This design comes from an exercise in tuning for small area, a short achievable clock period and few clock cycles on the open sky130 flow, not from production work. Only simulation tests tie the RTL to the original design; equivalence was not proved.

Setup of JK:
Design CONVEX, start of the top module:
module CONVEX(
input               CLK,
input               RST,
input       [4:0]   PT_XY,
output              READ_PT,
output reg  [9:0]   DROP_X,
output reg  [9:0]   DROP_Y,
output reg          DROP_V);
Size: roughly 2700 cells after synthesis, ~530 flip-flops, about 29000 um2 of cells after synthesis.
export LEC_CHECK = 0
export CAP_MARGIN = 20
export CORE_MARGIN = 2
export CORE_UTILIZATION = 55
export CTS_CLUSTER_DIAMETER = 120
export CTS_CLUSTER_SIZE = 20
export SETUP_SLACK_MARGIN = 5
export SLEW_MARGIN = 20
create_clock -name core_clock -period 8.5 [get_ports {CLK}]
standard.sh (not shown) runs the stock make flow with config.mk's settings and CLKGATE_MAP_FILE= SYNTH_SCRIPT=/design/flow/synth_recipe.tcl, a recipe that flattens the netlist after the stock synthesis.
==> flow/flow/run.sh <==
#!/bin/bash
set -euo pipefail
MARGIN=${MARGIN:-5.3}
sed -E "s/SETUP_SLACK_MARGIN=[0-9.]+/SETUP_SLACK_MARGIN=${MARGIN}/" standard.sh > standard_margin.sh
grep -q "SETUP_SLACK_MARGIN=${MARGIN}" standard_margin.sh
bash standard_margin.sh > flow.log 2>&1
Testbench counts of JK, summed over its fixed seeds: cycles 23,534.
Input changes introduced in MS (baseline for comparison: JK):
diff --git a/flow/design.v b/flow/design.v
--- a/flow/design.v
+++ b/flow/design.v
@@ -51,30 +51,37 @@
 wire        s3_v, s3_first, s3_last, s3_vis;
 wire [19:0] s3_A;
 reg  [12:0] at;                             
 integer k, j;
 always @(*) begin
     for (k = 0; k < 13; k = k + 1) at[k] = (cnt == k);
 end
 reg         pend, pend_drop0, pend_ins0, pend_inside, pend_swap;
-wire        base_odd = cnt[0] ^ pop ^ (pend && pend_swap);
+reg         bodd;
+wire        base_odd = bodd;
 wire [19:0] DE = base_odd ? D1 : D0;        
 wire [19:0] DO = base_odd ? D0 : D1;        
 always @(posedge CLK) begin
     for (j = 0; j < 12; j = j + 1) begin
         if (pop ? (at[j+1] || at[j]) : (at[j] || (j > 0 && at[(j > 0) ? j - 1 : 0])))
             Q[j] <= (j % 2 == 0) ? DE : DO;
         else if (pop && j < 11)
             Q[j] <= Q[(j < 11) ? j + 1 : 11];
     end
 end
 always @(posedge CLK or posedge RST) begin
-    if (RST) cnt <= 4'd0;
-    else     cnt <= vout ? cnt_n1 : cnt_n0;
+    if (RST) begin
+        cnt  <= 4'd0;
+        bodd <= 1'b0;
+    end
+    else begin
+        cnt  <= vout ? cnt_n1 : cnt_n0;
+        bodd <= (vout ? cnt_n1[0] : cnt_n0[0]) ^ s1_v ^ (tri_d && !vout);
+    end
 end
 reg         in_pass, need_last;
 reg  [3:0]  tc;                             
 reg  [19:0] PT, R0;
 reg         r0_ok;                          
 reg         fin;                            
 reg  [3:0]  Hp;                             
 wire        fin_set;
### Flow results
MS vs JK — design area climbed slightly. MS — number of nets produced by synthesis 13 lower, JK as reference. Compared MS against JK; chip height within noise. Via count of the first global-routing pass came out higher on MS than on JK. Cell area after synthesis: MS vs JK, no meaningful difference. Hp[3]$_DFFE_PP0P_ as the end of the critical path was reported by JK, and cnt[3]$_DFF_PP0_ by MS. Final worst slack: MS vs JK, no meaningful difference. Going from JK to MS, the non-clock buffer contribution to total cell area was found to have gone up by 0.88 points. Any difference in minimum clock period after layout between JK and MS is small enough to ignore. Hold slack came out higher on MS than on JK. Any difference in post-route fraction of the period consumed by the critical path between MS and JK is small enough to ignore. Compared JK against MS; multi-input gate count within noise.
Testbench counts of MS, summed over its fixed seeds: cycles 23,534.

* * *

RTL: one of the versions met above, not the one the previous note started from.
Size in the first run: roughly 530 flip-flops, ~29 I/O pins.
Settings: LEC_CHECK=0, CAP_MARGIN=20, CORE_MARGIN=2, CORE_UTILIZATION=55, CTS_CLUSTER_DIAMETER=120, CTS_CLUSTER_SIZE=20, SETUP_SLACK_MARGIN=5, SLEW_MARGIN=20; clock period 8.5 ns.
run.sh (not shown) runs the stock make flow with config.mk's settings and CLKGATE_MAP_FILE= SYNTH_SCRIPT=/design/flow/synth_recipe.tcl, a recipe that flattens the netlist after the stock synthesis.
Stock flow here: none of the scripts above is used.
Testbench counts at the start, summed over its fixed seeds: cycles 23,534.
Rerun with:
--- a/flow/design.v
+++ b/flow/design.v
@@ -49,41 +49,34 @@
 reg  [19:0] D0, D1;
 wire [3:0]  base = cnt - {3'd0, pop};
 wire        s3_v, s3_first, s3_last, s3_vis;
 wire [19:0] s3_A;
 reg  [12:0] at;                             
 integer k, j;
 always @(*) begin
     for (k = 0; k < 13; k = k + 1) at[k] = (cnt == k);
 end
 reg         pend, pend_drop0, pend_ins0, pend_inside, pend_swap;
-reg         bodd;
-wire        base_odd = bodd;
+wire        base_odd = cnt[0] ^ pop ^ (pend && pend_swap);
 wire [19:0] DE = base_odd ? D1 : D0;        
 wire [19:0] DO = base_odd ? D0 : D1;        
 always @(posedge CLK) begin
     for (j = 0; j < 12; j = j + 1) begin
         if (pop ? (at[j+1] || at[j]) : (at[j] || (j > 0 && at[(j > 0) ? j - 1 : 0])))
             Q[j] <= (j % 2 == 0) ? DE : DO;
         else if (pop && j < 11)
             Q[j] <= Q[(j < 11) ? j + 1 : 11];
     end
 end
 always @(posedge CLK or posedge RST) begin
-    if (RST) begin
-        cnt  <= 4'd0;
-        bodd <= 1'b0;
-    end
-    else begin
-        cnt  <= vout ? cnt_n1 : cnt_n0;
-        bodd <= (vout ? cnt_n1[0] : cnt_n0[0]) ^ s1_v ^ (tri_d && !vout);
-    end
+    if (RST) cnt <= 4'd0;
+    else     cnt <= vout ? cnt_n1 : cnt_n0;
 end
 reg         in_pass, need_last;
 reg  [3:0]  tc;                             
 reg  [19:0] PT, R0;
 reg         r0_ok;                          
 reg         fin;                            
 reg  [3:0]  Hp;                             
 wire        fin_set;
 wire [3:0]  Hp_new;
 reg         s1_v, s2_v, s1_first, s1_last, s2_first, s2_last, s1_tri, s2_tri;
Final area stays flat.
Worst hold slack improved by 6.8 ps.
Worst setup slack got worse by 48 ps.
Synthesized area stays flat.
Testbench counts after the change, summed over its fixed seeds: cycles 23,534.

## static timing again, ports no longer ideal
Ports are ideal in the flow. The routed layouts listed here were re-timed in OpenROAD.
Step 1: set_driving_cell puts a clkbuf_16 on CLK and a buf_2 on each other input, an assumption about the parent block.
Step 2 times the ports against the registers' clock, not the clock port: input delays grow and output delays shrink by t, the midpoint of the rising clock arrivals with the driver on.
Slacks: ideal ports / drivers / drivers and shift; pairs: ideal ports / drivers.
| run | shift t [ns] | setup WS [ns] | worst setup path after step 2 |
|---|---|---|---|
| JK | 0.666 | 5.152 / 5.152 / 5.152 | register to register |
| MS | 0.683 | 5.153 / 5.153 / 5.153 | register to register |
| the first run of note 2 | 0.661 | 5.113 / 5.113 / 5.113 | register to register |
| the second run of note 2 | 0.680 | 5.065 / 5.065 / 5.065 | register to register |
After both steps every run listed still meets setup and hold.
